This is an optimization exercise on Yosys and OpenROAD, whose aim is small area, not a production implementation. In this exercise RTL edits were held to simulation tests only and were not proved equivalent to the original. No activity file was given, so power comes from the tool's default toggle rates.

File: flow/design.v
`timescale 1ns/1ns
module pixel_processing#(
    parameter          ROW_NUM = 9'd96,      
    parameter          COL_NUM = 9'd32,      
    parameter          DATA_WIDTH  = 16
)(
    input              rst,
    input              video_clk,
	input     [15:0]   rgb565_i,
    input              data_valid,
	output    [15:0]   pixel_mean,
    output             odata_val
   );
localparam AW = 22;             
localparam NL = 4;              
localparam NS = 8;              
reg [4:0]   col_cnt;
reg [6:0]   row_cnt;
reg         pend;
reg [15:0]  pix;
reg [2:0]   ph;
reg [NL*AW-1:0] ring [0:NS-1];
wire [NL*AW-1:0] port_q = ring[NS-1];
reg         hit, hit_n;
wire        pend_nx = data_valid || (pend && !hit);
wire [4:0]  col_nx  = hit ? col_cnt + 1'b1 : col_cnt;
wire [2:0]  ph_nx   = ph + 1'b1;
wire        hit_nx  = pend_nx && (ph_nx == col_nx[4:2]);
wire        clr  = row_cnt[1:0] == 2'd0;
wire        last_col = col_cnt == COL_NUM-1;
wire        edge_row = (row_cnt[6:2] == 5'd0) || (row_cnt[6:2] == ROW_NUM/4-1);
wire        emit = (row_cnt[1:0] == 2'd3) && (edge_row || col_cnt == 5'd0 || last_col);
wire [AW-1:0] acc = clr ? {AW{1'b0}} : port_q[AW-1:0];
wire [AW-1:0] addend = {2'b0, pix[15:11], 2'b0, pix[10:5], 2'b0, pix[4:0]};
wire [AW-1:0] sum;
wire [AW:0]   cy;
genvar b;
generate for (b = 0; b < AW; b = b + 1) begin : add
    wire cin = (b == 0 || b == 7 || b == 15) ? 1'b0 : cy[b];
    assign sum[b]  = acc[b] ^ addend[b] ^ cin;
    assign cy[b+1] = (acc[b] & addend[b]) | (cin & (acc[b] ^ addend[b]));
end endgenerate
assign pixel_mean = {sum[21:17], sum[14:9], sum[6:2]};
assign odata_val  = hit && emit;
integer i;
always@(posedge video_clk)begin
    for (i = 1; i < NS; i = i + 1) ring[i] <= ring[i-1];
    ring[0] <= ({NL*AW{hit}}   & {sum, port_q[NL*AW-1:AW]})
             | ({NL*AW{hit_n}} & port_q);
end
always@(posedge video_clk)begin
    if (data_valid) pix <= rgb565_i;
end
always@(posedge video_clk or posedge rst)begin
    if(rst)begin
        ph      <= 'b0;
        pend    <= 1'b0;
        hit     <= 1'b0;
        hit_n   <= 1'b1;
        col_cnt <= 'b0;
        row_cnt <= 'b0;
    end else begin
        ph    <= ph_nx;
        pend  <= pend_nx;
        hit   <= hit_nx;
        hit_n <= !hit_nx;
        col_cnt <= col_nx;
        if (hit) begin
            if (last_col) row_cnt <= (row_cnt == ROW_NUM-1) ? 7'd0 : row_cnt + 1'b1;
        end
    end
end
endmodule
File: flow/flow/run.sh
#!/bin/bash
# Own layout flow: the standard flow (standard.sh) with these changes:
#  - synthesis maps the logic with an area-oriented ABC script (abc_map.script)
#    instead of ORFS's speed script; the rest of the synthesis is unchanged,
#    so the registers are the standard synthesis's;
#  - CTS without dummy loads and with smaller clock buffers;
#  - the smallest buffer cell for the port buffers.
# Each tool's output is in orfs/logs/; the make output is in flow_make.log.
set -euo pipefail
here=$(cd "$(dirname "$0")" && pwd)
rm -rf scripts_local
cp -r "$FLOW_HOME/scripts" scripts_local
cp "$here/abc_map.script" scripts_local/abc_speed.script
export SCRIPTS_DIR=$PWD/scripts_local
source "$here/knobs.sh"
export CTS_ARGS BUFFER_PORTS_ARGS
bash standard.sh finish > flow_make.log 2>&1
File: flow/flow/abc_map.script
&get -n
&st
&syn2
&dch -f
&nf -R 1000 -p
&st
&syn2
&dch -f
&nf -R 1000 -p
&put
File: flow/flow/knobs.sh
CTS_ARGS="-sink_clustering_enable -repair_clock_nets -sink_clustering_size 21 -sink_clustering_max_diameter 60 -buf_list sky130_fd_sc_hd__clkbuf_8 -root_buf sky130_fd_sc_hd__clkbuf_4 -tree_buf sky130_fd_sc_hd__clkbuf_4 -dont_use_dummy_load"
BUFFER_PORTS_ARGS="-buffer_cell sky130_fd_sc_hd__buf_1"
File: flow/standard.sh
#!/bin/bash
# synth_recipe.tcl (not shown) runs the flow's synth.tcl, then flattens the netlist and writes it again
# the make line also repeats each setting of config.mk as NAME=value (left out here)
make -C /OpenROAD-flow-scripts/flow DESIGN_CONFIG=/design/flow/config.mk WORK_HOME=/design/flow/orfs CLKGATE_MAP_FILE= SYNTH_SCRIPT=/design/flow/synth_recipe.tcl "${@:-finish}"
File: flow/config.mk
export PLATFORM = sky130hd
export DESIGN_NAME = pixel_processing
export DESIGN_NICKNAME = pixel_processing
export VERILOG_FILES = /design/flow/design.v
export SDC_FILE = /design/flow/constraint.sdc
export NUM_CORES = 4
export LEC_CHECK = 0
export CAP_MARGIN = 20
export CORE_MARGIN = 2
export CORE_UTILIZATION = 70
export SLEW_MARGIN = 20
File: flow/constraint.sdc
create_clock -name core_clock -period 10.0 [get_ports {video_clk}]
set_input_delay 2.0000 -clock core_clock [delete_from_list [all_inputs] [get_ports {video_clk}]]
set_output_delay 2.0000 -clock core_clock [all_outputs]
set_load 0.01 [all_outputs]
==> results.yml, run 1 <==
synth:
  synth_area_leaders: "dfxtp_1, a22o_1, edfxtp_1"
  ys_seq_area_frac: 0.895
  ys_types: 27
  yosys_warnings: 2
  synth_top_area_frac: 0.840
  synth_largest_area_cell: "dfxtp_1"
  avgSynthCellArea_um2: 17.4
  syn_inst: 967
  syn_area_um2: 16800
  yosys_register_bits: 738
  synth_nets: 1011
critical_path:
  critPathCaptureType: "output pin"
  worstPathArrival_ns: 4.50
  crit_path_start_kind: "flop"
  worstPathRequired_ns: 8.00
  timing.rr.start: "row_cnt[0]"
  crit_start: "row_cnt[0]"
  path_class: "reg -> out"
  path_max_fanout: 22
drt:
  vias_per_cell: 4.84
  vias: 6615
  dr.first_iter.drc_count: 303
  ant_nets: 0
  drtPass1Iterations: 5
  finalWirelength_mm: 22.2
  route.detailed.drc: 0
  wl_per_cell_um: 16.3
placement:
  dp_hpwl_mm: 12.5
  placed_area_um2: 17300
  post-place-ws_ns: 4.10
  place.gp.congestion: 0.751
  place_inst: 1325
  numPortBuffers: 35
timing:
  period_minus_slack_ns: 6.50
  max_slew_margin: 0.307
  max_slew.worst_pin.slew_ns: 1.04
  skew_ns: 0.0939
  rsz0062_at_grt: "no"
  final_hold_viol_count: 0
  final-max-slew-violation-count: 0
  fin_ws_ns: 3.50
  tns_ns: 0
  finalCritPeriodShare: 0.650
  holdWs_ns: 0.275
  setup_viol: 0
  fmax_mhz: 154
clock_network:
  cts_root_buf: "clkbuf_4"
  cts_setup_buffers: 0
  h-tree-depth: 2
  tritoncts: "done"
  clk_latency_ns: 0.71
  cts_hold_buf: 0
  cts_resized: 0
  cts_buffer_depth: 3
  clkSlewWorstSetupHoldPaths_ns: 0.11
  cts-buffers-inserted: 41
  cts.sinks: 738
floorplan:
  die-area_um2: 25200
  core_um2: 23500
  die_x_um: 159
  io-pin-count: 36
  initial_core_util: 0.715
  die_y_um: 159
  rows: 56
global_route:
  antenna_found_initial: 1
  grt_pass1_vias: 7106
  grt-ovfl-total: 0
  track_usage: 0.183
  grt_pass1_wl_mm: 37.0
  grt_max_degree: 89
pwr:
  p_total_mw: 4.36
  vdd_drop_max_mv: 0.199
  leakage_nw: 7.09
  power_density_nw_per_um2: 244
run_status:
  run_status: "no timing/DRC/antenna violations"
cells_and_area:
  synthToLayoutAreaGrowth_pct: 6.54
  fin_nets: 1093
  final_cell_mix: "dfxtp_1, a22o_1, clkbuf_8"
  fin_area_um2: 17900
  layout_commonest_cell: "dfxtp_1"
  fin_util: 0.762
  final_cells: 1367
  drive_gt1_frac: 0.0449
hold_path:
  holdCritStartpoint: "ring[4][84]"
  hold_class: "reg -> reg"
job:
  maxCapViolCount: 0
-- layout make-up --
cell class                 instances  area, um^2
fill                            1389        5590
multi-input combinational        194        1620
tap                              319         399
antenna                            1        2.50
inverter                          35         131
clock buffer                      41         533
timing repair buffer              39         161
sequential                       738       15000
-- power by group --
group / leakage [nW] / switching (mW) / total [mW] / internal, mW
clock: 0.282 / 0.762 / 1.11 / 0.347
sequential: 6.11 / 0.0444 / 3.08 / 3.04
combinational: 0.706 / 0.118 / 0.174 / 0.0563
total: 7.09 / 0.924 / 4.36 / 3.44
-- state kept, by name, indices dropped and copies added, names as in the netlist --
register / flops
pend: 1
row_cnt: 7
col_cnt: 5
hit: 1
ring: 704
hit_n: 1
pix: 16
ph: 3
-- worst max-delay path, stage by stage (launching register included) --
cell,delay [ns]
dfrtp_1,0.43
clkinv_1,0.10
ha_1,0.20
buf_4,0.23
nor2b_1,0.15
ha_1,0.15
clkinv_1,0.07
fa_1,0.39
fa_1,0.39
fa_1,0.41
fa_1,0.44
fa_1,0.38
clkinv_1,0.06
ha_1,0.15
xnor2_1,0.15
buf_1,0.19
-- synth_stat cells (all sizes together) --
| cell type | number |
|---|---|
| xnor2 | 8 |
| edfxtp | 16 |
| nand4b | 1 |
| nand3 | 1 |
| nor4b | 1 |
| nor4 | 1 |
| dfxtp | 704 |
| nor2b | 8 |
| a21oi | 5 |
| nand2b | 15 |
| dfrtp | 17 |
| clkinv | 35 |
| a41oi | 1 |
| ha | 12 |
| a22o | 76 |
| a21o | 1 |
| mux2 | 1 |
| and3 | 4 |
| xor2 | 4 |
| o21ai | 15 |
| o311a | 1 |
| nand4 | 3 |
| nor2 | 4 |
| dfstp | 1 |
| and2 | 1 |
| fa | 13 |
| nand2 | 18 |
-- cells by family after synthesis --
| kind of cell | count (synthesis) | synth area share |
|---|---|---|
| simple gates | 57 | 0.0182 |
| xor+xnor | 12 | 0.00626 |
| fa+ha+maj | 25 | 0.0245 |
| buf+inv | 35 | 0.00783 |
| mux | 1 | 0.000671 |
| flops | 738 | 0.895 |
| compound gates | 99 | 0.0472 |
-- path summary, 6_finish.rpt --
check | endpoint | slack (ns) | cells past startpoint
setup / recovery | pixel_mean[10] | 3.50 | 15
hold / removal | ring[5][84] | 0.28 | 0
setup reg to reg | ring[0][79] | 6.08 | 14
hold reg to reg | ring[5][84] | 0.28 | 0
max in group asynchronous | row_cnt[2] | 8.34 | 2
min in group asynchronous | col_cnt[1] | 1.30 | 2
-- layer usage --
metal	track usage	part of all wire	vias up
met2	0.284	0.45	70
met1	0.268	0.50	3247
met4	0.0530	0.019	0
met3	0.0329	0.029	34
met5	0	0	-
li1	-	-	3264
==> run 2: changes to the inputs <==
==> flow/flow/run.sh (replaced) <==
#!/bin/bash
# Own layout flow: the standard flow (standard.sh) with two changes:
# CTS without dummy loads and with smaller clock buffers, and the smallest
# buffer cell for the port buffers. Each tool's output is in orfs/logs/;
# the whole make output is in flow_make.log.
set -euo pipefail
here=$(cd "$(dirname "$0")" && pwd)
source "$here/knobs.sh"
export CTS_ARGS BUFFER_PORTS_ARGS
bash standard.sh finish > flow_make.log 2>&1
==> flow/flow/knobs.sh (replaced) <==
CTS_ARGS="-sink_clustering_enable -repair_clock_nets -sink_clustering_size 20 -sink_clustering_max_diameter 60 -buf_list sky130_fd_sc_hd__clkbuf_8 -dont_use_dummy_load"
BUFFER_PORTS_ARGS="-buffer_cell sky130_fd_sc_hd__buf_1"
removed: flow/flow/abc_map.script
==> results.yml, run 2 <==
global_route:
  antenna_found_initial: 2
  grt-ovfl-total: 0
  track_usage: 0.170
  grt_max_degree: 89
  grt_pass1_vias: 6563
  grt_pass1_wl_mm: 33.9
synth:
  synth_largest_area_cell: "dfxtp_1"
  async_flop_share: 0.0244
  synth_edf_count: 16
  synth_area_leaders: "dfxtp_1, a22o_1, edfxtp_1"
  yosys_warnings: 2
  synth_top_area_frac: 0.831
  synth_nets: 1037
  synth_most_common_cell: "dfxtp_1"
  yosys_register_bits: 738
  ys_top_cells_by_count: "dfxtp_1, a22o_1, inv_1"
  syn_inst: 993
  syn_area_um2: 17000
  avgSynthCellArea_um2: 17.1
  ys_types: 39
  ys.flop_type: "dfxtp_1"
  ys_seq_area_frac: 0.886
drt:
  finalWirelength_mm: 21.0
  vias_per_cell: 4.75
  dr.first_iter.drc_count: 411
  route.detailed.drc: 0
  vias: 6496
  wl_per_cell_um: 15.3
  ant_nets: 0
  drtPass1Iterations: 4
timing:
  rsz0062_at_grt: "no"
  finalCritPeriodShare: 0.647
  setup_viol: 0
  period_minus_slack_ns: 6.47
  fin_ws_ns: 3.53
  fmax_mhz: 155
  max_slew.worst_pin.slew_ns: 0.911
  max_slew_margin: 0.393
  final_hold_viol_count: 0
  final-max-slew-violation-count: 0
  tns_ns: 0
  skew_ns: 0.0220
critical_path:
  timing.rr.start: "row_cnt[0]"
  crit_path_start_kind: "flop"
  path_max_fanout: 22
  path_class: "reg -> out"
  worstPathArrival_ns: 4.47
  reg2reg_slack_ns: 5.98
  rr_worst_depth: 14
  worstPathRequired_ns: 8.00
  critPathCaptureType: "output pin"
  r2r_end: "ring[0][79]"
pwr:
  p_total_mw: 4.40
  vdd_drop_max_mv: 0.176
  power_density_nw_per_um2: 244
  leakage_nw: 7.27
clock_network:
  cts_hold_buf: 0
  cts-buffers-inserted: 42
  h-tree-depth: 2
  cts.sinks: 738
  clk_latency_ns: 0.57
  cts_resized: 0
  cts_setup_buffers: 0
  clkSlewWorstSetupHoldPaths_ns: 0.11
  cts_root_buf: "clkbuf_8"
  cts_buffer_depth: 3
  tritoncts: "done"
cells_and_area:
  largest_register_ff_count: 704
  insertedDiodeCount: 0
  fin_area_um2: 18000
  final_cell_mix: "dfxtp_1, a22o_1, clkbuf_8"
  fin_nets: 1096
  drive_gt1_frac: 0.0495
  regMostFlops: "ring"
  synthToLayoutAreaGrowth_pct: 6.12
  reg_top3: "ring (704), pix (16), row_cnt (7)"
  layout_commonest_cell: "dfxtp_1"
placement:
  post-place-ws_ns: 4.08
  numPortBuffers: 35
  place.gp.congestion: 0.734
  placed_area_um2: 17400
  dp_hpwl_mm: 11.9
hold_path:
  hold_class: "reg -> reg"
  hold_path_depth: 0
  hold_end: "ring[4][4]"
  holdCritStartpoint: "ring[3][4]"
floorplan:
  initial_core_util: 0.718
  core_um2: 23600
  die_x_um: 160
  die-area_um2: 25500
  die_y_um: 160
  io-pin-count: 36
  rows: 56
run_status:
  run_status: "no timing/DRC/antenna violations"
job:
  maxCapViolCount: 0
-- run 2: changes by cell type after synthesis, moves of 3 or more --
cell,before,now
clkbuf_1,0,16
a21oi_1,5,0
xnor2_1,8,5
and3_1,4,1
buf_2,0,5
inv_1,0,35
clkinv_1,35,0
-- run 2: worst max-delay path, cell delays in order, from the launching register on --
cell,delay (ns)
dfrtp_1,0.39
inv_1,0.08
ha_1,0.20
buf_4,0.21
nor2b_1,0.16
ha_1,0.17
inv_1,0.05
fa_1,0.38
fa_1,0.42
fa_1,0.41
fa_1,0.41
fa_1,0.41
inv_1,0.10
ha_1,0.17
xnor2_1,0.14
buf_1,0.17
-- run 2: worst max-delay path by stage --
stage / start / endpoint / cells after the start / slack, ns
2_1_floorplan: row_cnt[0] / pixel_mean[10] / 13 / 4.60
3_3_place_gp: row_cnt[0] / pixel_mean[10] / 15 / 4.23
3_5_place_dp: row_cnt[0] / pixel_mean[10] / 15 / 4.08
5_1_grt: row_cnt[0] / pixel_mean[10] / 15 / 3.25
6_report: row_cnt[0] / pixel_mean[10] / 15 / 3.53
4_1_cts: row_cnt[0] / pixel_mean[10] / 15 / 3.43
-- run 2: cells by family (layout without fill, tap and decap cells) --
logic type | after synthesis | count (layout) | share of synthesized area
AOI/OAI and AO/OA | 97 | 97 | 0.0464
xor gates and xnor gates | 12 | 12 | 0.00782
adders and majority gates | 25 | 25 | 0.0242
buffers and inverters | 58 | 115 | 0.0137
DFF | 738 | 738 | 0.886
muxes | 3 | 3 | 0.00214
and+or+nand+nor | 60 | 60 | 0.0194
-- run 2: cell type report --
type                    instances  area, um^2
repair buffers                 38         154
flip-flops and latches        738       15000
fillers                      1400        5620
well taps                     319         399
multi-input cells             197        1690
inverters                      35         131
clock buffers                  42         578
-- run 2: report_power, final --
part	total [mW]	leakage, nW	internal (mW)	switching, mW
clock network	1.15	0.302	0.382	0.763
logic	0.121	0.861	0.0557	0.0650
registers	3.13	6.11	3.04	0.0920
-- run 2: layer usage --
metal	global-route usage	up-vias	routed length, um	share of wire
met4	0.0558	2	482	0.023
met5	0	-	11	0.00052
li1	-	3274	-	-
met1	0.262	3095	11000	0.52
met2	0.246	82	8660	0.41
met3	0.0345	43	829	0.040
-- run 2: stage by stage --
step	utilization	instances	hold slack [ns]
finish	0.762	1369	0.321
global route	0.762	1369	0.327
CTS	0.762	1369	0.315
detailed placement	0.737	1327	0.312
global placement	0.737	1327	0.310
floorplan	-	993	0.310
==> run 3: changes to the inputs <==
==> flow/flow/run.sh (replaced) <==
#!/bin/bash
# Own layout flow: the standard flow (standard.sh) with these changes:
#  - synthesis maps the logic with an area-oriented ABC script (abc_map.script)
#    instead of ORFS's speed script, and looks for full adders (extract_fa)
#    on the design's own gates, before Yosys's generic ABC pass restructures
#    them (patch_synth.py); registers are mapped exactly as in the standard
#    synthesis;
#  - CTS without dummy loads and with smaller clock buffers (knobs.sh);
#  - the smallest buffer cell for the port buffers (knobs.sh).
# Each tool's output is in orfs/logs/; the make output is in flow_make.log.
set -euo pipefail
here=$(cd "$(dirname "$0")" && pwd)
rm -rf scripts_local
cp -r "$FLOW_HOME/scripts" scripts_local
cp "$here/abc_map.script" scripts_local/abc_speed.script
python3 "$here/patch_synth.py" scripts_local/synth.tcl
export SCRIPTS_DIR=$PWD/scripts_local
source "$here/knobs.sh"
export CTS_ARGS BUFFER_PORTS_ARGS
bash standard.sh finish > flow_make.log 2>&1
==> flow/flow/abc_map.script (new file) <==
&get -n
&st
&syn2
&dch -f
&nf -R 1000 -p
&st
&syn2
&dch -f
&nf -R 1000 -p
&put
==> flow/flow/knobs.sh (replaced) <==
CTS_ARGS="-sink_clustering_enable -repair_clock_nets -sink_clustering_size 22 -sink_clustering_max_diameter 60 -buf_list sky130_fd_sc_hd__clkbuf_8 -root_buf sky130_fd_sc_hd__clkbuf_4 -tree_buf sky130_fd_sc_hd__clkbuf_4 -dont_use_dummy_load"
BUFFER_PORTS_ARGS="-buffer_cell sky130_fd_sc_hd__buf_1"
==> flow/flow/patch_synth.py (new file) <==
import sys
p=sys.argv[1]; s=open(p).read()
anchor="  synth -top $::env(DESIGN_NAME) -run fine: {*}$synth_full_args\n"
assert anchor in s
s=s.replace(anchor,"  techmap\n  opt -fast\n  extract_fa\n  techmap -map $::env(ADDER_MAP_FILE)\n  opt -fast\n"+anchor,1)
open(p,'w').write(s)
--- a/flow/config.mk
+++ b/flow/config.mk
@@ -8,4 +8,5 @@
 export CAP_MARGIN = 20
 export CORE_MARGIN = 2
 export CORE_UTILIZATION = 70
+export PLACE_DENSITY = 0.8
 export SLEW_MARGIN = 20
==> results.yml, run 3 <==
cells_and_area:
  fin_area_um2: 17800
  regMostFlops: "ring"
  largest_register_ff_count: 704
  drive_gt1_frac: 0.0437
  fill_cells: 1373
  synthToLayoutAreaGrowth_pct: 5.63
  final_cells: 1326
  reg_top3: "ring (704), pix (16), row_cnt (7)"
  fin_nets: 1056
  multiInputGateArea_um2: 1660
  layout_commonest_cell: "dfxtp_1"
  seqCellArea_um2: 15000
  final_cell_mix: "dfxtp_1, a22o_1, buf_1"
  fin_util: 0.756
timing:
  final_hold_viol_count: 0
  max_slew.worst_pin.slew_ns: 1.07
  tns_ns: 0
  finalCritPeriodShare: 0.670
  setup_viol: 0
  rsz0062_at_grt: "no"
  final-max-slew-violation-count: 0
  skew_ns: 0.0455
  holdWs_ns: 0.307
  fmax_mhz: 149
  max_slew_margin: 0.286
  period_minus_slack_ns: 6.70
  fin_ws_ns: 3.30
job:
  maxCapViolCount: 0
clock_network:
  tritoncts: "done"
  cts_setup_buffers: 0
  clkSlewWorstSetupHoldPaths_ns: 0.12
  h-tree-depth: 2
  cts-buffers-inserted: 39
  clk_latency_ns: 0.70
  cts_hold_buf: 0
  cts_resized: 0
  cts_root_buf: "clkbuf_4"
  cts.sinks: 738
  cts_buffer_depth: 3
floorplan:
  io-pin-count: 36
  initial_core_util: 0.715
  die_y_um: 159
  die-area_um2: 25300
  die_x_um: 159
  core_um2: 23500
  rows: 56
drt:
  wl_per_cell_um: 16.4
  drtPass1Iterations: 4
  finalWirelength_mm: 21.8
  vias: 6473
  route.detailed.drc: 0
  ant_nets: 0
  dr.first_iter.drc_count: 340
  vias_per_cell: 4.88
pwr:
  leakage_nw: 7.13
  p_total_mw: 4.39
  power_density_nw_per_um2: 247
  vdd_drop_max_mv: 0.172
synth:
  synth_nets: 993
  async_flop_share: 0.0244
  avgSynthCellArea_um2: 17.8
  synth_edf_count: 16
  yosys_warnings: 2
  ys_top_cells_by_count: "dfxtp_1, a22o_1, nor2b_1"
  syn_area_um2: 16800
  yosys_register_bits: 738
  synth_largest_area_cell: "dfxtp_1"
  synth_area_leaders: "dfxtp_1, a22o_1, edfxtp_1"
  syn_inst: 945
  synth_top_area_frac: 0.837
  ys.flop_type: "dfxtp_1"
  ys_types: 29
  synth_most_common_cell: "dfxtp_1"
  ys_seq_area_frac: 0.892
hold_path:
  holdCritStartpoint: "ring[4][69]"
  hold_end: "ring[5][69]"
  hold_class: "reg -> reg"
  hold_path_depth: 0
global_route:
  antenna_found_initial: 2
  grt_pass1_vias: 6676
  grt_max_degree: 98
  grt-ovfl-total: 0
  grt_pass1_wl_mm: 34.9
  track_usage: 0.176
placement:
  place.gp.congestion: 0.708
  placed_area_um2: 17300
  numPortBuffers: 35
  place_inst: 1286
  post-place-ws_ns: 3.92
  dp_hpwl_mm: 12.8
critical_path:
  r2r_end: "ring[0][72]"
  timing.rr.start: "row_cnt[0]"
  path_max_fanout: 13
  critPathCaptureType: "output pin"
  rr_worst_depth: 12
  worstPathArrival_ns: 4.70
  path_class: "reg -> out"
  reg2reg_slack_ns: 5.95
  worstPathRequired_ns: 8.00
  crit_path_start_kind: "flop"
run_status:
  run_status: "no timing/DRC/antenna violations"
run 3: cell types whose count changed in the layout (fill, tap and decap cells not counted), moves of 4 or more:
cell,before,now
a21oi_1,0,5
a22o_1,76,90
clkbuf_4,0,5
clkbuf_8,42,34
clkinv_1,0,9
ha_1,12,16
inv_1,35,0
nand2_1,19,4
nand2b_1,15,3
nor2b_1,8,19
o21ai_0,16,3
run 3: cells by family (layout without fill, tap and decap cells):
logic type	count (synthesis)	count (layout)	synth area share
other	0	1	0
buffers and inverters	25	86	0.00914
AOI/OAI and AO/OA	102	102	0.0513
muxes	1	1	0.000669
xor gates and xnor gates	10	10	0.00520
adders and majority gates	29	29	0.0273
and+or+nand+nor	40	40	0.0142
DFF	738	738	0.892
run 3: layout make-up:
type | count | area share
timing repair buffer | 38 | 0.00865
antenna | 1 | 0.000141
sequential | 738 | 0.845
multi-input combinational | 182 | 0.0934
inverter | 9 | 0.00190
tap | 319 | 0.0224
clock buffer | 39 | 0.0284
run 3: worst max path at each step:
stage,start,to,cells after the start
6_report,row_cnt[0],pixel_mean[4],12
5_1_grt,row_cnt[0],pixel_mean[4],12
4_1_cts,row_cnt[0],pixel_mean[4],12
3_5_place_dp,row_cnt[0],pixel_mean[4],12
3_3_place_gp,row_cnt[0],pixel_mean[4],12
2_1_floorplan,row_cnt[0],pixel_mean[10],12
run 3: metal layers:
metal  up-vias  track usage  part of all wire
met5         -            0           0.00060
met4         2       0.0517             0.021
met3        39       0.0339             0.036
met2        92        0.260              0.43
met1      3149        0.270              0.51
li1       3191            -                 -
run 3: worst max-delay path, stage by stage, from the launching register on:
cell,delay (ns)
dfrtp_1,0.46
clkinv_1,0.08
ha_1,0.47
buf_4,0.34
nor2b_1,0.10
ha_1,0.21
fa_1,0.39
fa_1,0.43
fa_1,0.40
fa_1,0.45
ha_1,0.23
xnor2_1,0.28
buf_1,0.19
run 3: where the power goes:
part / internal, mW / total [mW] / switching (mW)
Combinational: 0.0687 / 0.165 / 0.0961
Sequential: 3.05 / 3.14 / 0.0832
Clock: 0.330 / 1.09 / 0.762
==> run 4: changes to the inputs <==
==> flow/flow/knobs.sh (replaced) <==
CTS_ARGS="-sink_clustering_enable -repair_clock_nets -sink_clustering_size 21 -sink_clustering_max_diameter 80 -buf_list sky130_fd_sc_hd__clkbuf_8 -root_buf sky130_fd_sc_hd__clkbuf_4 -tree_buf sky130_fd_sc_hd__clkbuf_4 -dont_use_dummy_load"
BUFFER_PORTS_ARGS="-buffer_cell sky130_fd_sc_hd__buf_1"
--- a/flow/config.mk
+++ b/flow/config.mk
@@ -8,5 +8,4 @@
 export CAP_MARGIN = 20
 export CORE_MARGIN = 2
 export CORE_UTILIZATION = 70
-export PLACE_DENSITY = 0.8
 export SLEW_MARGIN = 20
==> results.yml, run 4 <==
run_status:
  run_status: "no timing/DRC/antenna violations"
timing:
  period_minus_slack_ns: 6.41
  max_slew.worst_pin.slew_ns: 0.929
  finalCritPeriodShare: 0.641
  final-max-slew-violation-count: 0
  rsz0062_at_grt: "no"
  tns_ns: 0
  max_slew_margin: 0.381
  skew_ns: 0.0679
  final_hold_viol_count: 0
  setup_viol: 0
  fmax_mhz: 156
clock_network:
  clk_latency_ns: 0.69
  cts_buffer_depth: 3
  cts_setup_buffers: 0
  cts.sinks: 738
  clkSlewWorstSetupHoldPaths_ns: 0.12
  tritoncts: "done"
  cts_hold_buf: 0
  cts_resized: 0
  h-tree-depth: 2
  cts_root_buf: "clkbuf_4"
  cts-buffers-inserted: 41
drt:
  vias_per_cell: 4.87
  dr.first_iter.drc_count: 370
  wl_per_cell_um: 16.5
  finalWirelength_mm: 21.9
  route.detailed.drc: 0
  drtPass1Iterations: 4
  ant_nets: 0
  vias: 6467
critical_path:
  worstPathRequired_ns: 8.00
  critPathCaptureType: "output pin"
  path_class: "reg -> out"
  rr_worst_depth: 12
  crit_path_start_kind: "flop"
  worstPathArrival_ns: 4.41
  path_max_fanout: 5
cells_and_area:
  regMostFlops: "ring"
  fin_nets: 1058
  layout_commonest_cell: "dfxtp_1"
  final_cell_mix: "dfxtp_1, a22o_1, clkbuf_8"
  reg_top3: "ring (704), pix (16), row_cnt (7)"
  largest_register_ff_count: 704
  synthToLayoutAreaGrowth_pct: 5.81
  drive_gt1_frac: 0.0456
floorplan:
  io-pin-count: 36
  rows: 56
  core_um2: 23500
  initial_core_util: 0.715
  die-area_um2: 25300
  die_y_um: 159
  die_x_um: 159
synth:
  avgSynthCellArea_um2: 17.8
  ys_seq_area_frac: 0.892
  ys_top_cells_by_count: "dfxtp_1, a22o_1, nor2b_1"
  synth_edf_count: 16
  yosys_warnings: 2
  ys.flop_type: "dfxtp_1"
  synth_top_area_frac: 0.837
  synth_area_leaders: "dfxtp_1, a22o_1, edfxtp_1"
  synth_largest_area_cell: "dfxtp_1"
  async_flop_share: 0.0244
  synth_most_common_cell: "dfxtp_1"
  synth_nets: 993
  syn_area_um2: 16800
  syn_inst: 945
  yosys_register_bits: 738
  ys_types: 29
global_route:
  grt-ovfl-total: 0
  grt_max_degree: 89
  grt_pass1_wl_mm: 35.9
  antenna_found_initial: 2
  track_usage: 0.178
  grt_pass1_vias: 6884
placement:
  numPortBuffers: 35
  dp_hpwl_mm: 12.3
  place.gp.congestion: 0.734
pwr:
  vdd_drop_max_mv: 0.169
  p_total_mw: 4.41
  power_density_nw_per_um2: 247
  leakage_nw: 7.14
hold_path:
  hold_path_depth: 0
  hold_class: "reg -> reg"
job:
  maxCapViolCount: 0
## run 4: final timing paths
kind	start	endpoint	slack, ns
max in group asynchronous	rst	hit	8.36
min	ring[3][14]	ring[4][14]	0.25
min reg2reg	ring[3][14]	ring[4][14]	0.25
min in group asynchronous	rst	col_cnt[4]	1.28
max	row_cnt[0]	pixel_mean[10]	3.59
max reg2reg	row_cnt[0]	ring[0][80]	6.16
## run 4: kinds of logic (layout without fill, tap and decap cells)
family,after synthesis,in the layout,synth area share
compound gates,102,102,0.0513
simple gates,40,40,0.0142
xor+xnor,10,10,0.00520
fa+ha+maj,29,29,0.0273
other cells,0,2,0
flops,738,738,0.892
mux,1,1,0.000669
buf+inv,25,88,0.00914
## run 4: per-stage QoR
stage	instances	hold WS, ns	setup slack (ns)	utilization	cell area (um^2)
finish	1329	0.253	3.59	0.757	17800
floorplan	945	0.310	4.40	-	16800
CTS	1327	0.250	3.51	0.757	17800
detailed placement	1286	0.312	4.32	0.734	17300
global route	1328	0.244	3.32	0.757	17800
global placement	1286	0.310	4.38	0.734	17300
## run 4: critical path, stage by stage, from the launching register on
cell      delay, ns
dfrtp_1        0.44
clkinv_1       0.06
ha_1           0.25
nor2b_1        0.07
ha_1           0.20
fa_1           0.40
fa_1           0.40
fa_1           0.40
fa_1           0.48
fa_1           0.40
ha_1           0.22
xnor2_1        0.22
buf_1          0.18
## run 4: area by class of cell
type / instances / area (um^2)
timing repair buffer: 38 / 154
fill: 1428 / 5720
multi-input combinational: 182 / 1660
clock buffer: 41 / 533
antenna: 2 / 5.00
sequential: 738 / 15000
inverter: 9 / 33.8
tap: 319 / 399
## run 4: routing by layer
layer / vias up / GRT usage / routed length (um)
met5: - / 0 / 0
met4: 0 / 0.0603 / 460
met3: 38 / 0.0336 / 727
met2: 82 / 0.269 / 9480
met1: 3150 / 0.263 / 11200
li1: 3197 / - / -
## run 4: report_power, final
part / switching (mW) / internal [mW]
combinational: 0.0816 / 0.0679
clock: 0.760 / 0.346
sequential: 0.102 / 3.05
total: 0.943 / 3.47
==> run 5: changes to the inputs <==
==> flow/flow/knobs.sh (replaced) <==
CTS_ARGS="-sink_clustering_enable -repair_clock_nets -sink_clustering_size 21 -sink_clustering_max_diameter 45 -buf_list sky130_fd_sc_hd__clkbuf_8 -root_buf sky130_fd_sc_hd__clkbuf_4 -tree_buf sky130_fd_sc_hd__clkbuf_4 -dont_use_dummy_load"
BUFFER_PORTS_ARGS="-buffer_cell sky130_fd_sc_hd__buf_1"
==> results.yml, run 5 <==
synth:
  yosys_register_bits: 738
  async_flop_share: 0.0244
  syn_area_um2: 16800
  ys_top_cells_by_count: "dfxtp_1, a22o_1, nor2b_1"
  avgSynthCellArea_um2: 17.8
  synth_area_leaders: "dfxtp_1, a22o_1, edfxtp_1"
  synth_nets: 993
  synth_top_area_frac: 0.837
  synth_most_common_cell: "dfxtp_1"
  ys.flop_type: "dfxtp_1"
  synth_largest_area_cell: "dfxtp_1"
  yosys_warnings: 2
  syn_inst: 945
  ys_types: 29
  synth_edf_count: 16
  ys_seq_area_frac: 0.892
critical_path:
  r2r_end: "ring[0][79]"
  crit_family: "adder cells"
  worstPathArrival_ns: 4.37
  path_class: "reg -> out"
  cp_num_cells: 12
  rr_worst_depth: 11
  path_max_fanout: 5
  crit_chain: "clkinv_1 > ha_1 > nor2b_1 > ha_1 > fa_1 > fa_1 > fa_1 > fa_1 > fa_1 > ha_1 > xnor2_1 > buf_1"
  cp_slowest_stage_delay_ns: 0.48
  critPathCaptureType: "output pin"
  reg2reg_slack_ns: 6.25
  path_buf_inv: 2
  crit_path_start_kind: "flop"
  crit_top_cell: "fa_1"
  crit_path_top_delay_cell: "fa_1"
  timing.rr.start: "row_cnt[0]"
  worstPathRequired_ns: 8.00
clock_network:
  clkSlewWorstSetupHoldPaths_ns: 0.11
  tritoncts: "done"
  cts-buffers-inserted: 45
  cts_hold_buf: 0
  cts.sinks: 738
  clk_latency_ns: 0.71
  cts_buffer_depth: 3
  cts_root_buf: "clkbuf_4"
  h-tree-depth: 2
  cts_resized: 0
  cts_setup_buffers: 0
pwr:
  switching_power_mw: 0.952
  p_sw_frac: 0.214
  intPower_mw: 3.50
  p_clk_frac: 0.258
  power_density_nw_per_um2: 249
  power_frac_comb: 0.034
  power_frac_seq: 0.708
  vdd_drop_max_mv: 0.165
  leakage_nw: 7.17
drt:
  ant_nets: 0
  wl_per_cell_um: 16.6
  drtPass1Iterations: 4
  dr.first_iter.drc_count: 287
  vias: 6446
  vias_per_cell: 4.84
  finalWirelength_mm: 22.1
  route.detailed.drc: 0
floorplan:
  die_x_um: 159
  initial_core_util: 0.715
  io-pin-count: 36
  die_y_um: 159
  core_um2: 23500
  rows: 56
  die-area_um2: 25300
cells_and_area:
  multiInputGateArea_um2: 1660
  synthToLayoutAreaGrowth_pct: 6.12
  fill_cells: 1422
  layout_commonest_cell: "dfxtp_1"
  fin_area_um2: 17900
  seqCellArea_um2: 15000
  reg_top3: "ring (704), pix (16), row_cnt (7)"
  largest_register_ff_count: 704
  final_cell_mix: "dfxtp_1, a22o_1, clkbuf_8"
  fin_nets: 1062
  drive_gt1_frac: 0.0494
  regMostFlops: "ring"
timing:
  setup_viol: 0
  finalCritPeriodShare: 0.637
  final-max-slew-violation-count: 0
  skew_ns: 0.0572
  rsz0062_at_grt: "no"
  fmax_mhz: 157
  fin_ws_ns: 3.63
  period_minus_slack_ns: 6.37
  tns_ns: 0
  final_hold_viol_count: 0
  max_slew_margin: 0.378
  max_slew.worst_pin.slew_ns: 0.933
  holdWs_ns: 0.283
placement:
  numPortBuffers: 35
  placed_area_um2: 17300
  place.gp.congestion: 0.734
  post-place-ws_ns: 4.32
  dp_hpwl_mm: 12.3
global_route:
  grt-ovfl-total: 0
  grt_max_degree: 89
  grt_pass1_wl_mm: 36.0
  track_usage: 0.179
  antenna_found_initial: 2
  grt_pass1_vias: 6859
hold_path:
  holdCritStartpoint: "ring[6][18]"
  hold_end: "ring[7][18]"
  hold_class: "reg -> reg"
  hold_path_depth: 0
run_status:
  run_status: "no timing/DRC/antenna violations"
job:
  maxCapViolCount: 0
==> run 5: layout make-up <==
class / count / share of cell area
antenna: 1 / 0.000140
clock buffer: 45 / 0.0329
sequential: 738 / 0.841
inverter: 9 / 0.00189
tap: 319 / 0.0223
multi-input combinational: 182 / 0.0930
timing repair buffer: 38 / 0.00861
==> run 5: power groups by stage <==
stage	clock network, mW	logic (mW)	registers [mW]
after floorplan	0	0.0912	3.19
after global placement	0	0.144	3.22
after detailed placement	0	0.148	3.22
after CTS	1.18	0.151	3.16
after global routing	1.29	0.168	3.17
final	1.15	0.149	3.15
==> run 5: stage by stage <==
step           total power, mW  cells  utilization
2_1_floorplan             3.29    945            -
3_3_place_gp              3.36   1286        0.734
3_5_place_dp              3.37   1286        0.734
4_1_cts                   4.49   1331        0.759
5_1_grt                   4.63   1332        0.759
6_report                  4.45   1332        0.759
==> run 5: metal layers <==
| layer | up-vias | track usage | share of wire |
|---|---|---|---|
| met1 | 3116 | 0.267 | 0.51 |
| met4 | 2 | 0.0616 | 0.021 |
| met5 | - | 0 | 0.00050 |
| met2 | 83 | 0.267 | 0.44 |
| li1 | 3203 | - | - |
| met3 | 42 | 0.0341 | 0.033 |
==> run 5: how the worst max path moves through the flow <==
stage	from	endpoint
3_5_place_dp	row_cnt[0]	pixel_mean[10]
5_1_grt	row_cnt[0]	pixel_mean[10]
6_report	row_cnt[0]	pixel_mean[10]
3_3_place_gp	row_cnt[0]	pixel_mean[10]
4_1_cts	row_cnt[0]	pixel_mean[10]
2_1_floorplan	row_cnt[0]	pixel_mean[10]
==> run 5: cell families (layout without fill, tap and decap cells) <==
| kind of cell | Yosys count | after routing | share of synthesized area |
|---|---|---|---|
| XOR/XNOR | 10 | 10 | 0.00520 |
| adder cells (fa/ha/maj) | 29 | 29 | 0.0273 |
| other | 0 | 1 | 0 |
| flip-flops | 738 | 738 | 0.892 |
| AND/OR/NAND/NOR | 40 | 40 | 0.0142 |
| multiplexers | 1 | 1 | 0.000669 |
| buffers and inverters | 25 | 92 | 0.00914 |
| AO/OA/AOI/OAI | 102 | 102 | 0.0513 |
==> run 6: changes to the inputs <==
==> flow/flow/knobs.sh (replaced) <==
CTS_ARGS="-sink_clustering_enable -repair_clock_nets -sink_clustering_size 21 -sink_clustering_max_diameter 60 -buf_list sky130_fd_sc_hd__clkbuf_8 -root_buf sky130_fd_sc_hd__clkbuf_4 -tree_buf sky130_fd_sc_hd__clkbuf_4 -dont_use_dummy_load"
BUFFER_PORTS_ARGS="-buffer_cell sky130_fd_sc_hd__buf_1"
==> results.yml, run 6 <==
cells_and_area:
  synthToLayoutAreaGrowth_pct: 5.81
  reg_top3: "ring (704), pix (16), row_cnt (7)"
  largest_register_ff_count: 704
  fill_cells: 1422
  regMostFlops: "ring"
  fin_nets: 1058
  drive_gt1_frac: 0.0456
  layout_commonest_cell: "dfxtp_1"
  final_cell_mix: "dfxtp_1, a22o_1, clkbuf_8"
  fin_area_um2: 17800
placement:
  post-place-ws_ns: 4.32
  placed_area_um2: 17300
  dp_hpwl_mm: 12.3
  numPortBuffers: 35
  place.gp.congestion: 0.734
timing:
  holdWs_ns: 0.264
  period_minus_slack_ns: 6.41
  final-max-slew-violation-count: 0
  fin_ws_ns: 3.59
  final_hold_viol_count: 0
  finalCritPeriodShare: 0.641
  fmax_mhz: 156
  max_slew.worst_pin.slew_ns: 0.927
  skew_ns: 0.0586
  setup_viol: 0
  rsz0062_at_grt: "no"
  tns_ns: 0
  max_slew_margin: 0.382
global_route:
  grt_pass1_vias: 6897
  track_usage: 0.178
  grt_max_degree: 89
  grt_pass1_wl_mm: 36.0
  grt-ovfl-total: 0
  antenna_found_initial: 2
critical_path:
  crit_top_cell: "fa_1"
  path_max_fanout: 5
  cp_slowest_stage_delay_ns: 0.48
  reg2reg_slack_ns: 6.16
  worstPathRequired_ns: 8.00
  crit_path_top_delay_cell: "fa_1"
  worstPathArrival_ns: 4.41
  crit_chain: "clkinv_1 > ha_1 > nor2b_1 > ha_1 > fa_1 > fa_1 > fa_1 > fa_1 > fa_1 > ha_1 > xnor2_1 > buf_1"
  path_buf_inv: 2
  crit_family: "adder cells"
  rr_worst_depth: 12
  r2r_end: "ring[0][80]"
  critPathCaptureType: "output pin"
  crit_path_start_kind: "flop"
  timing.rr.start: "row_cnt[0]"
  path_class: "reg -> out"
drt:
  dr.first_iter.drc_count: 344
  ant_nets: 0
  route.detailed.drc: 0
  wl_per_cell_um: 16.4
  finalWirelength_mm: 21.8
  vias: 6476
  drtPass1Iterations: 5
  vias_per_cell: 4.87
floorplan:
  initial_core_util: 0.715
  core_um2: 23500
  io-pin-count: 36
  die_y_um: 159
  die-area_um2: 25300
  rows: 56
  die_x_um: 159
synth:
  synthSimpleGateAreaFrac: 0.0142
  async_flop_share: 0.0244
  synthAdderAreaFrac: 0.0273
  avgSynthCellArea_um2: 17.8
  ys_seq_area_frac: 0.892
  synth_top_family_by_area: "compound AO/OA/AOI/OAI gates"
  yosys_warnings: 2
  syn_area_um2: 16800
  synth_nets: 993
  ys_types: 29
  ys.flop_type: "dfxtp_1"
  synth_most_common_cell: "dfxtp_1"
  synth_area_leaders: "dfxtp_1, a22o_1, edfxtp_1"
  synth_edf_count: 16
  yosys_register_bits: 738
  synth_top_area_frac: 0.837
  synth_mux_area_frac: 0.000669
  syn_inst: 945
  synth-compound-area-share: 0.0513
  ys_top_cells_by_count: "dfxtp_1, a22o_1, nor2b_1"
  synth_largest_area_cell: "dfxtp_1"
  synth-xor-area-share: 0.00520
clock_network:
  cts_setup_buffers: 0
  cts-buffers-inserted: 41
  cts.sinks: 738
  clk_latency_ns: 0.67
  cts_resized: 0
  cts_root_buf: "clkbuf_4"
  clkSlewWorstSetupHoldPaths_ns: 0.12
  cts_hold_buf: 0
  cts_buffer_depth: 3
  tritoncts: "done"
  h-tree-depth: 2
hold_path:
  hold_path_depth: 0
  holdCritStartpoint: "ring[1][14]"
  hold_class: "reg -> reg"
  hold_end: "ring[2][14]"
pwr:
  power_density_nw_per_um2: 247
  leakage_nw: 7.14
  power_frac_seq: 0.716
  intPower_mw: 3.47
  p_clk_frac: 0.250
  vdd_drop_max_mv: 0.152
  p_sw_frac: 0.213
  power_frac_comb: 0.034
  switching_power_mw: 0.938
job:
  maxCapViolCount: 0
run_status:
  run_status: "no timing/DRC/antenna violations"
## run 6: cell counts after synthesis
Identical to the previous run, type by type.
## run 6: logic make-up after synthesis
logic type | after synthesis
flops | 738
compound gates | 102
simple gates | 40
fa+ha+maj | 29
buf+inv | 25
xor+xnor | 10
mux | 1
## run 6: area by class of cell
| cell class | instances | area, um^2 | share of cell area |
|---|---|---|---|
| Tap cell | 319 | 399 | 0.0224 |
| Multi-Input combinational cell | 182 | 1660 | 0.0932 |
| Inverter | 9 | 33.8 | 0.00190 |
| Timing Repair Buffer | 38 | 154 | 0.00864 |
| Antenna cell | 2 | 5.00 | 0.000281 |
| Clock buffer | 41 | 533 | 0.0299 |
| Sequential cell | 738 | 15000 | 0.844 |
## run 6: how the worst max path moves through the flow
stage / startpoint / to / slack (ns) / depth (start not counted)
finish: row_cnt[0] / pixel_mean[10] / 3.59 / 12
global route: row_cnt[0] / pixel_mean[10] / 3.32 / 12
CTS: row_cnt[0] / pixel_mean[10] / 3.52 / 12
detailed placement: row_cnt[0] / pixel_mean[10] / 4.32 / 12
global placement: row_cnt[0] / pixel_mean[10] / 4.38 / 12
floorplan: row_cnt[0] / pixel_mean[10] / 4.40 / 12
## run 6: metal layers
metal	vias up	routed length (um)	track usage
li1	3194	-	-
met1	3148	11100	0.264
met2	91	9590	0.269
met3	41	718	0.0339
met4	2	418	0.0583
met5	-	11	0
## run 6: through the flow
stage,util,std cells,power (mW)
after floorplan,-,945,3.29
after global placement,0.734,1286,3.36
after detailed placement,0.734,1286,3.37
after CTS,0.757,1327,4.45
after global routing,0.757,1329,4.58
final,0.757,1329,4.40
## run 6: power groups by stage
stage | Combinational (mW) | Clock (mW) | Sequential [mW]
after floorplan | 0.0912 | 0 | 3.19
after global placement | 0.144 | 0 | 3.22
after detailed placement | 0.148 | 0 | 3.22
after CTS | 0.151 | 1.14 | 3.16
after global routing | 0.168 | 1.24 | 3.17
final | 0.150 | 1.10 | 3.15
## run 6: worst reg2reg max path, cell delays in order, from the launching register on
cell,delay (ns)
dfrtp_1,0.44
clkinv_1,0.06
ha_1,0.25
nor2b_1,0.07
ha_1,0.20
fa_1,0.40
fa_1,0.40
fa_1,0.40
fa_1,0.48
fa_1,0.40
ha_1,0.22
xnor2_1,0.24
a22o_1,0.16
==> run 7: changes to the inputs <==
--- a/flow/design.v
+++ b/flow/design.v
@@ -12,6 +12,7 @@
     output             odata_val
    );
 localparam AW = 22;             
+localparam SW = 21;             
 localparam NL = 4;              
 localparam NS = 8;              
 reg [4:0]   col_cnt;
@@ -19,8 +20,8 @@
 reg         pend;
 reg [15:0]  pix;
 reg [2:0]   ph;
-reg [NL*AW-1:0] ring [0:NS-1];
-wire [NL*AW-1:0] port_q = ring[NS-1];
+reg [NL*SW-1:0] ring [0:NS-1];
+wire [NL*SW-1:0] port_q = ring[NS-1];
 reg         hit, hit_n;
 wire        pend_nx = data_valid || (pend && !hit);
 wire [4:0]  col_nx  = hit ? col_cnt + 1'b1 : col_cnt;
@@ -30,7 +31,16 @@
 wire        last_col = col_cnt == COL_NUM-1;
 wire        edge_row = (row_cnt[6:2] == 5'd0) || (row_cnt[6:2] == ROW_NUM/4-1);
 wire        emit = (row_cnt[1:0] == 2'd3) && (edge_row || col_cnt == 5'd0 || last_col);
-wire [AW-1:0] acc = clr ? {AW{1'b0}} : port_q[AW-1:0];
+wire [SW-1:0] q0 = port_q[SW-1:0];
+wire        h4 = q0[20];
+wire [1:0]  rf = q0[19:18];
+wire [1:0]  gf = q0[17:16];
+wire        rf3 = &rf;
+wire        gf3 = &gf;
+wire [1:0]  hi_r = rf3 ? {1'b0, h4} : gf3 ? 2'd2 : rf;
+wire [1:0]  hi_g = (rf3 || !gf3) ? gf : rf;
+wire [1:0]  hi_b = (rf3 || gf3) ? 2'd2 : {1'b0, h4};
+wire [AW-1:0] acc = clr ? {AW{1'b0}} : {hi_r, q0[15:11], hi_g, q0[10:5], hi_b, q0[4:0]};
 wire [AW-1:0] addend = {2'b0, pix[15:11], 2'b0, pix[10:5], 2'b0, pix[4:0]};
 wire [AW-1:0] sum;
 wire [AW:0]   cy;
@@ -41,12 +51,20 @@
     assign cy[b+1] = (acc[b] & addend[b]) | (cin & (acc[b] ^ addend[b]));
 end endgenerate
 assign pixel_mean = {sum[21:17], sum[14:9], sum[6:2]};
+wire [1:0]  s_r = sum[21:20];
+wire [1:0]  s_g = sum[14:13];
+wire [1:0]  s_b = sum[6:5];
+wire        st_h4 = s_b[1] ? (!s_r[1] && s_r[0]) : s_b[0];
+wire [1:0]  st_rf = s_b[1] ? (s_r[1] ? s_g : 2'd3) : s_r;
+wire [1:0]  st_gf = (s_b[1] && s_r[1]) ? 2'd3 : s_g;
+wire [4:0]  sum_hi = {st_h4, st_rf, st_gf};
+wire [SW-1:0] sum_st = {sum_hi, sum[19:15], sum[12:7], sum[4:0]};
 assign odata_val  = hit && emit;
 integer i;
 always@(posedge video_clk)begin
     for (i = 1; i < NS; i = i + 1) ring[i] <= ring[i-1];
-    ring[0] <= ({NL*AW{hit}}   & {sum, port_q[NL*AW-1:AW]})
-             | ({NL*AW{hit_n}} & port_q);
+    ring[0] <= ({NL*SW{hit}}   & {sum_st, port_q[NL*SW-1:SW]})
+             | ({NL*SW{hit_n}} & port_q);
 end
 always@(posedge video_clk)begin
     if (data_valid) pix <= rgb565_i;
--- a/flow/config.mk
+++ b/flow/config.mk
@@ -7,5 +7,5 @@
 export LEC_CHECK = 0
 export CAP_MARGIN = 20
 export CORE_MARGIN = 2
-export CORE_UTILIZATION = 70
+export CORE_UTILIZATION = 75
 export SLEW_MARGIN = 20
==> results.yml, run 7 <==
critical_path:
  reg2reg_slack_ns: 5.61
  path_max_fanout: 22
  timing.rr.start: "row_cnt[0]"
  r2r_end: "ring[0][80]"
  crit_path_start_kind: "flop"
  path_class: "reg -> out"
  critPathCaptureType: "output pin"
  worstPathArrival_ns: 4.75
  rr_worst_depth: 15
  worstPathRequired_ns: 8.00
clock_network:
  cts_setup_buffers: 0
  cts_resized: 0
  clk_latency_ns: 0.68
  cts_buffer_depth: 3
  cts_hold_buf: 0
  tritoncts: "done"
  clkSlewWorstSetupHoldPaths_ns: 0.12
  cts_root_buf: "clkbuf_4"
  cts.sinks: 706
  cts-buffers-inserted: 39
  h-tree-depth: 2
pwr:
  power_frac_seq: 0.700
  intPower_mw: 3.32
  p_clk_frac: 0.250
  p_total_mw: 4.23
  switching_power_mw: 0.903
  leakage_nw: 6.91
  vdd_drop_max_mv: 0.172
  power_density_nw_per_um2: 246
  p_sw_frac: 0.214
  power_frac_comb: 0.051
synth:
  synth_most_common_cell: "dfxtp_1"
  synth_nets: 985
  ys.flop_type: "dfxtp_1"
  yosys_register_bits: 706
  ys_types: 31
  syn_inst: 937
  synth_area_leaders: "dfxtp_1, a22o_1, edfxtp_1"
  ys_top_cells_by_count: "dfxtp_1, a22o_1, nor2b_1"
  yosys_warnings: 2
  avgSynthCellArea_um2: 17.4
  syn_area_um2: 16300
  synth_edf_count: 16
  synth_top_area_frac: 0.827
  ys_seq_area_frac: 0.884
  async_flop_share: 0.0255
  synth_largest_area_cell: "dfxtp_1"
floorplan:
  core_um2: 21200
  die_y_um: 151
  die_x_um: 151
  io-pin-count: 36
  initial_core_util: 0.769
  die-area_um2: 22900
  rows: 53
job:
  maxCapViolCount: 0
timing:
  final_hold_viol_count: 0
  max_slew_margin: 0.290
  max_slew.worst_pin.slew_ns: 1.07
  holdWs_ns: 0.303
  setup_viol: 0
  finalCritPeriodShare: 0.675
  final-max-slew-violation-count: 0
  period_minus_slack_ns: 6.75
  skew_ns: 0.0579
  fmax_mhz: 148
  tns_ns: 0
  rsz0062_at_grt: "no"
placement:
  numPortBuffers: 35
  place_inst: 1235
  place.gp.congestion: 0.745
  dp_hpwl_mm: 12.6
drt:
  ant_nets: 0
  wl_per_cell_um: 17.0
  drtPass1Iterations: 4
  route.detailed.drc: 0
  dr.first_iter.drc_count: 257
  vias: 6444
  finalWirelength_mm: 21.7
  vias_per_cell: 5.05
cells_and_area:
  fin_util: 0.811
  largest_register_ff_count: 672
  synthToLayoutAreaGrowth_pct: 5.50
  final_cells: 1275
  reg_top3: "ring (672), pix (16), row_cnt (7)"
  layout_commonest_cell: "dfxtp_1"
  drive_gt1_frac: 0.0450
  final_cell_mix: "dfxtp_1, a22o_1, buf_1"
  regMostFlops: "ring"
  fin_nets: 1049
hold_path:
  holdCritStartpoint: "ring[1][24]"
  hold_path_depth: 0
  hold_class: "reg -> reg"
  hold_end: "ring[2][24]"
run_status:
  run_status: "no timing/DRC/antenna violations"
global_route:
  grt_pass1_vias: 6992
  grt_pass1_wl_mm: 35.2
  antenna_found_initial: 1
  track_usage: 0.199
  grt-ovfl-total: 0
  grt_max_degree: 92
run 7: cell types whose count changed after synthesis, moves of 3 or more:
cell,before,now
a22o_1,90,82
a21oi_1,5,8
o21ai_0,3,10
nor2_1,3,9
and2_0,2,5
nand2b_1,3,0
dfxtp_1,704,672
nand2_1,4,15
run 7: cell type report:
type / count / area (um^2)
flip-flops and latches: 706 / 14400
diodes: 1 / 2.50
multi-input cells: 204 / 1720
clock buffers: 39 / 505
fillers: 1101 / 3990
inverters: 11 / 41.3
well taps: 275 / 344
repair buffers: 39 / 161
run 7: power by group through the flow:
stage          logic (mW)  registers (mW)  clock network [mW]
2_1_floorplan      0.0933            3.06                   0
5_1_grt             0.240            2.97                1.18
4_1_cts             0.218            2.96                1.08
6_report            0.214            2.96                1.06
3_3_place_gp        0.208            3.02                   0
3_5_place_dp        0.215            3.02                   0
run 7: how the worst max path moves through the flow:
| stage | startpoint | endpoint | slack [ns] |
|---|---|---|---|
| after floorplan | row_cnt[0] | pixel_mean[10] | 4.28 |
| after global placement | row_cnt[0] | pixel_mean[10] | 4.05 |
| after detailed placement | row_cnt[0] | pixel_mean[10] | 3.92 |
| after CTS | row_cnt[0] | pixel_mean[10] | 3.18 |
| after global routing | row_cnt[0] | pixel_mean[10] | 2.98 |
| final | row_cnt[0] | pixel_mean[10] | 3.25 |
run 7: logic make-up after synthesis:
family | Yosys count | synth area share
DFF | 706 | 0.884
AOI/OAI and AO/OA | 105 | 0.0520
muxes | 1 | 0.000692
buffers and inverters | 27 | 0.00992
and+or+nand+nor | 59 | 0.0194
xor gates and xnor gates | 10 | 0.00538
adders and majority gates | 29 | 0.0283
run 7: stage by stage:
stage / cell area, um^2 / setup slack (ns)
4_1_cts: 17200 / 3.18
6_report: 17200 / 3.25
3_5_place_dp: 16700 / 3.92
5_1_grt: 17200 / 2.98
3_3_place_gp: 16700 / 4.05
2_1_floorplan: 16300 / 4.28
run 7: critical path: stages (launching register included):
cell	delay (ns)
dfrtp_1	0.45
clkinv_1	0.07
ha_1	0.13
buf_4	0.29
nor2b_1	0.10
ha_1	0.22
fa_1	0.39
fa_1	0.41
fa_1	0.40
fa_1	0.39
fa_1	0.47
ha_1	0.24
xnor2_1	0.27
clkinv_1	0.13
buf_1	0.14
run 7: layer usage:
layer | up-vias | part of all wire | wire length (um) | GRT usage
li1 | 3165 | - | - | -
met1 | 3158 | 0.49 | 10600 | 0.284
met2 | 93 | 0.46 | 10100 | 0.320
met3 | 28 | 0.031 | 683 | 0.0349
met4 | 0 | 0.015 | 328 | 0.0547
met5 | - | 0 | 0 | 0
==> run 8: changes to the inputs <==
--- a/flow/config.mk
+++ b/flow/config.mk
@@ -7,5 +7,5 @@
 export LEC_CHECK = 0
 export CAP_MARGIN = 20
 export CORE_MARGIN = 2
-export CORE_UTILIZATION = 75
+export CORE_UTILIZATION = 60
 export SLEW_MARGIN = 20
==> results.yml, run 8 <==
run_status:
  run_status: "no timing/DRC/antenna violations"
synth:
  avgSynthCellArea_um2: 17.4
  syn_area_um2: 16300
  ys.flop_type: "dfxtp_1"
  synth_edf_count: 16
  ys_types: 31
  yosys_warnings: 2
  synth_top_area_frac: 0.827
  synth_area_leaders: "dfxtp_1, a22o_1, edfxtp_1"
  synth_largest_area_cell: "dfxtp_1"
  ys_seq_area_frac: 0.884
  synth_most_common_cell: "dfxtp_1"
  syn_inst: 937
  yosys_register_bits: 706
  synth_nets: 985
  async_flop_share: 0.0255
  ys_top_cells_by_count: "dfxtp_1, a22o_1, nor2b_1"
critical_path:
  crit_top_cell: "fa_1"
  crit_path_top_delay_cell: "fa_1"
  worstPathArrival_ns: 4.65
  path_class: "reg -> out"
  crit_path_start_kind: "flop"
  critPathCaptureType: "output pin"
  timing.rr.start: "row_cnt[0]"
  crit_chain: "clkinv_1 > ha_1 > buf_4 > nor2b_1 > ha_1 > fa_1 > fa_1 > fa_1 > fa_1 > fa_1 > ha_1 > xnor2_1 > clkinv_1 > buf_1"
  path_max_fanout: 22
  crit_start: "row_cnt[0]"
  worstPathRequired_ns: 8.00
  cp_slowest_stage_delay_ns: 0.46
timing:
  period_minus_slack_ns: 6.65
  skew_ns: 0.0551
  final_hold_viol_count: 0
  setup_viol: 0
  rsz0062_at_grt: "no"
  tns_ns: 0
  max_slew_margin: 0.291
  holdWs_ns: 0.285
  fin_ws_ns: 3.35
  fmax_mhz: 150
  finalCritPeriodShare: 0.665
  final-max-slew-violation-count: 0
  max_slew.worst_pin.slew_ns: 1.06
clock_network:
  cts_buffer_depth: 3
  tritoncts: "done"
  cts_hold_buf: 0
  clk_latency_ns: 0.68
  cts-buffers-inserted: 39
  cts_root_buf: "clkbuf_4"
  cts_setup_buffers: 0
  cts.sinks: 706
  h-tree-depth: 2
  cts_resized: 0
  clkSlewWorstSetupHoldPaths_ns: 0.11
global_route:
  grt_max_degree: 92
  grt-ovfl-total: 0
  track_usage: 0.155
  grt_pass1_vias: 6625
  antenna_found_initial: 1
  grt_pass1_wl_mm: 34.7
cells_and_area:
  fin_area_um2: 17200
  regMostFlops: "ring"
  fin_nets: 1049
  final_cells: 1341
  layout_commonest_cell: "dfxtp_1"
  reg_top3: "ring (672), pix (16), row_cnt (7)"
  synthToLayoutAreaGrowth_pct: 6.02
  fin_util: 0.644
  final_cell_mix: "dfxtp_1, a22o_1, buf_1"
  largest_register_ff_count: 672
  drive_gt1_frac: 0.0450
placement:
  placed_area_um2: 16700
  place_inst: 1301
  place.gp.congestion: 0.744
  numPortBuffers: 35
  dp_hpwl_mm: 12.1
  post-place-ws_ns: 3.97
floorplan:
  rows: 60
  die-area_um2: 28400
  io-pin-count: 36
  die_y_um: 169
  initial_core_util: 0.607
  die_x_um: 169
  core_um2: 26800
drt:
  drtPass1Iterations: 4
  wl_per_cell_um: 16.0
  finalWirelength_mm: 21.5
  ant_nets: 0
  vias_per_cell: 4.76
  dr.first_iter.drc_count: 319
  route.detailed.drc: 0
  vias: 6386
job:
  maxCapViolCount: 0
pwr:
  vdd_drop_max_mv: 0.173
  p_total_mw: 4.23
  power_density_nw_per_um2: 245
  leakage_nw: 6.91
hold_path:
  holdCritStartpoint: "ring[0][12]"
  hold_class: "reg -> reg"
==> run 8: worst paths after layout <==
path / endpoint / slack, ns / cells after the start
worst min-delay path: ring[1][12] / 0.28 / 0
worst max-delay path: pixel_mean[10] / 3.35 / 14
worst min register to register: ring[1][12] / 0.28 / 0
max in group asynchronous: hit / 8.34 / 2
worst max register to register: ring[0][80] / 5.83 / 15
min in group asynchronous: col_cnt[4] / 1.32 / 2
==> run 8: area by class of cell <==
class / instances / area [um^2]
Sequential cell: 706 / 14400
Fill cell: 1868 / 9550
Multi-Input combinational cell: 204 / 1720
Clock buffer: 39 / 505
Tap cell: 341 / 427
Timing Repair Buffer: 39 / 161
Inverter: 11 / 41.3
Antenna cell: 1 / 2.50
==> run 8: kinds of logic (layout without fill, tap and decap cells) <==
logic type	after synthesis	in the layout	share of synthesized area
DFF	706	706	0.884
AOI/OAI and AO/OA	105	105	0.0520
and+or+nand+nor	59	59	0.0194
adders and majority gates	29	29	0.0283
buffers and inverters	27	89	0.00992
xor gates and xnor gates	10	10	0.00538
muxes	1	1	0.000692
other	0	1	0
==> run 8: report_power, final <==
| part | switching, mW | total, mW | internal, mW |
|---|---|---|---|
| clock network | 0.728 | 1.06 | 0.329 |
| registers | 0.0360 | 2.96 | 2.92 |
| logic | 0.141 | 0.213 | 0.0726 |
==> run 8: worst max-delay path, delay by kind of cell (launching register included) <==
family / cells / cell delay (ns)
fa+ha+maj: 8 / 2.63
buf+inv: 4 / 0.64
flops: 1 / 0.45
xor+xnor: 1 / 0.21
simple gates: 1 / 0.09
==> run 8: metal layers <==
metal | track usage | share of wire | up-vias
met3 | 0.0320 | 0.035 | 44
met4 | 0.0517 | 0.024 | 0
met1 | 0.223 | 0.50 | 3093
li1 | - | - | 3166
met2 | 0.240 | 0.44 | 83
met5 | 0 | 0 | -
==> run 9: changes to the inputs <==
==> flow/flow/abc_map.script (replaced) <==
&get -n
&st
&dch
&nf -R 1000 -p
&put
--- a/flow/config.mk
+++ b/flow/config.mk
@@ -7,5 +7,5 @@
 export LEC_CHECK = 0
 export CAP_MARGIN = 20
 export CORE_MARGIN = 2
-export CORE_UTILIZATION = 60
+export CORE_UTILIZATION = 70
 export SLEW_MARGIN = 20
==> results.yml, run 9 <==
placement:
  post-place-ws_ns: 3.98
  numPortBuffers: 35
  place.gp.congestion: 0.793
  place_inst: 1242
  dp_hpwl_mm: 11.9
clock_network:
  clk_latency_ns: 0.69
  cts_buffer_depth: 3
  cts_hold_buf: 0
  tritoncts: "done"
  cts_resized: 0
  cts-buffers-inserted: 39
  cts.sinks: 706
  clkSlewWorstSetupHoldPaths_ns: 0.11
  h-tree-depth: 2
  cts_setup_buffers: 0
  cts_root_buf: "clkbuf_4"
critical_path:
  worstPathRequired_ns: 8.00
  crit_path_start_kind: "flop"
  path_max_fanout: 21
  critPathCaptureType: "output pin"
  worstPathArrival_ns: 4.68
  path_class: "reg -> out"
drt:
  top_layer: "met4"
  met3_length_um: 653
  wl_per_cell_um: 16.2
  drtPass1Iterations: 4
  dr.first_iter.drc_count: 247
  vias: 6388
  vias_per_cell: 4.98
  route.detailed.drc: 0
  wl_met2_mm: 9.21
  wl_met1_mm: 10.5
  finalWirelength_mm: 20.8
  ant_nets: 0
timing:
  rsz0062_at_grt: "no"
  finalCritPeriodShare: 0.668
  fmax_mhz: 150
  tns_ns: 0
  period_minus_slack_ns: 6.68
  max_slew.worst_pin.slew_ns: 1.05
  setup_viol: 0
  final-max-slew-violation-count: 0
  fin_ws_ns: 3.32
  final_hold_viol_count: 0
  holdWs_ns: 0.298
  skew_ns: 0.0568
  max_slew_margin: 0.301
hold_path:
  hold_class: "reg -> reg"
floorplan:
  die_x_um: 156
  rows: 55
  die-area_um2: 24400
  core_um2: 22700
  die_y_um: 156
  initial_core_util: 0.715
  io-pin-count: 36
synth:
  avgSynthCellArea_um2: 17.4
  ys_types: 26
  synth_top_area_frac: 0.828
  yosys_warnings: 2
  ys.flop_type: "dfxtp_1"
  synth_edf_count: 16
  yosys_register_bits: 706
  synth_area_leaders: "dfxtp_1, a22o_1, edfxtp_1"
  ys_seq_area_frac: 0.885
  syn_inst: 934
  synth_largest_area_cell: "dfxtp_1"
  synth_nets: 982
  async_flop_share: 0.0255
  syn_area_um2: 16200
  synth_most_common_cell: "dfxtp_1"
  ys_top_cells_by_count: "dfxtp_1, a22o_1, dfrtp_1, nor2b_1"
pwr:
  switching_power_mw: 0.892
  power_frac_comb: 0.045
  leakage_nw: 6.91
  p_sw_frac: 0.212
  intPower_mw: 3.32
  power_density_nw_per_um2: 246
  p_clk_frac: 0.249
  power_frac_seq: 0.706
  vdd_drop_max_mv: 0.174
global_route:
  grt_max_degree: 93
  grt-ovfl-total: 0
  track_usage: 0.180
  grt_pass1_wl_mm: 34.5
  grt_pass1_vias: 6743
  antenna_found_initial: 1
cells_and_area:
  final_cells: 1282
  largest_register_ff_count: 672
  seqCellArea_um2: 14400
  fin_nets: 1046
  multiInputGateArea_um2: 1700
  fill_cells: 1398
  regMostFlops: "ring"
  final_cell_mix: "dfxtp_1, a22o_1, buf_1"
  drive_gt1_frac: 0.0452
  reg_top3: "ring (672), pix (16), row_cnt (7)"
  layout_commonest_cell: "dfxtp_1"
  synthToLayoutAreaGrowth_pct: 5.58
run_status:
  run_status: "no timing/DRC/antenna violations"
job:
  maxCapViolCount: 0
==> run 9: changes by cell type in the layout (fill, tap and decap cells not counted), sizes merged, moves of 2 or more <==
cell | before | now
and3 | 1 | 3
o22ai | 2 | 0
a21oi | 8 | 11
nand2b | 0 | 2
and2 | 5 | 0
nor2 | 9 | 6
nor3 | 2 | 4
nor2b | 19 | 17
a311oi | 0 | 2
nand4 | 2 | 4
==> run 9: critical path, cell delays in order (launching register included) <==
cell      delay, ns
dfrtp_1        0.44
clkinv_1       0.07
ha_1           0.13
buf_4          0.29
nor2b_1        0.09
ha_1           0.20
fa_1           0.38
fa_1           0.40
fa_1           0.42
fa_1           0.47
fa_1           0.41
ha_1           0.21
xnor2_1        0.24
clkinv_1       0.12
buf_1          0.14
==> run 9: cell families (layout without fill, tap and decap cells) <==
group / Yosys count / count (layout) / synth area share
AO/OA/AOI/OAI: 106 / 106 / 0.0521
XOR/XNOR: 11 / 11 / 0.00593
adder cells (fa/ha/maj): 29 / 29 / 0.0283
buffers and inverters: 28 / 90 / 0.0102
flip-flops: 706 / 706 / 0.885
multiplexers: 1 / 1 / 0.000693
other: 0 / 1 / 0
AND/OR/NAND/NOR: 53 / 53 / 0.0173
==> run 9: cell type report <==
type                    count  area share
flip-flops and latches    706       0.839
repair buffers             39     0.00941
well taps                 285      0.0208
multi-input cells         200      0.0989
clock buffers              39      0.0295
diodes                      1    0.000146
inverters                  12     0.00263
==> run 9: metrics by stage <==
step                total power, mW  cell area, um^2  utilization
floorplan                      3.15            16200            -
global placement               3.22            16600        0.733
detailed placement             3.23            16600        0.733
CTS                            4.26            17200        0.755
global route                   4.39            17200        0.755
finish                         4.22            17200        0.755
==> run 9: final timing paths <==
kind | startpoint | to | slack, ns | cells after the start
setup / recovery | row_cnt[0] | pixel_mean[10] | 3.32 | 14
hold / removal | ring[1][46] | ring[2][46] | 0.30 | 0
setup reg to reg | row_cnt[0] | ring[0][80] | 5.69 | 15
hold reg to reg | ring[1][46] | ring[2][46] | 0.30 | 0
max in group asynchronous | rst | hit_n | 8.32 | 2
min in group asynchronous | rst | row_cnt[1] | 1.31 | 2
==> run 9: layer usage <==
layer,track usage,up-vias
li1,-,3158
met1,0.262,3097
met2,0.277,90
met3,0.0321,43
met4,0.0607,0
met5,0,-
==> run 9: power groups by stage <==
stage	Clock, mW	Sequential, mW	Combinational, mW
after floorplan	0	3.06	0.0926
after global placement	0	3.04	0.187
after detailed placement	0	3.04	0.193
after CTS	1.09	2.98	0.195
after global routing	1.18	2.99	0.213
final	1.05	2.98	0.189

Re-timed with assumed drivers on the ports (clkbuf_16 on the clock, buf_2 on other inputs), run 9 has 3.282 ns of setup slack against 3.323 ns with ideal ports, and 3.988 ns once port delays also move by the mid clock arrival of 0.706 ns.
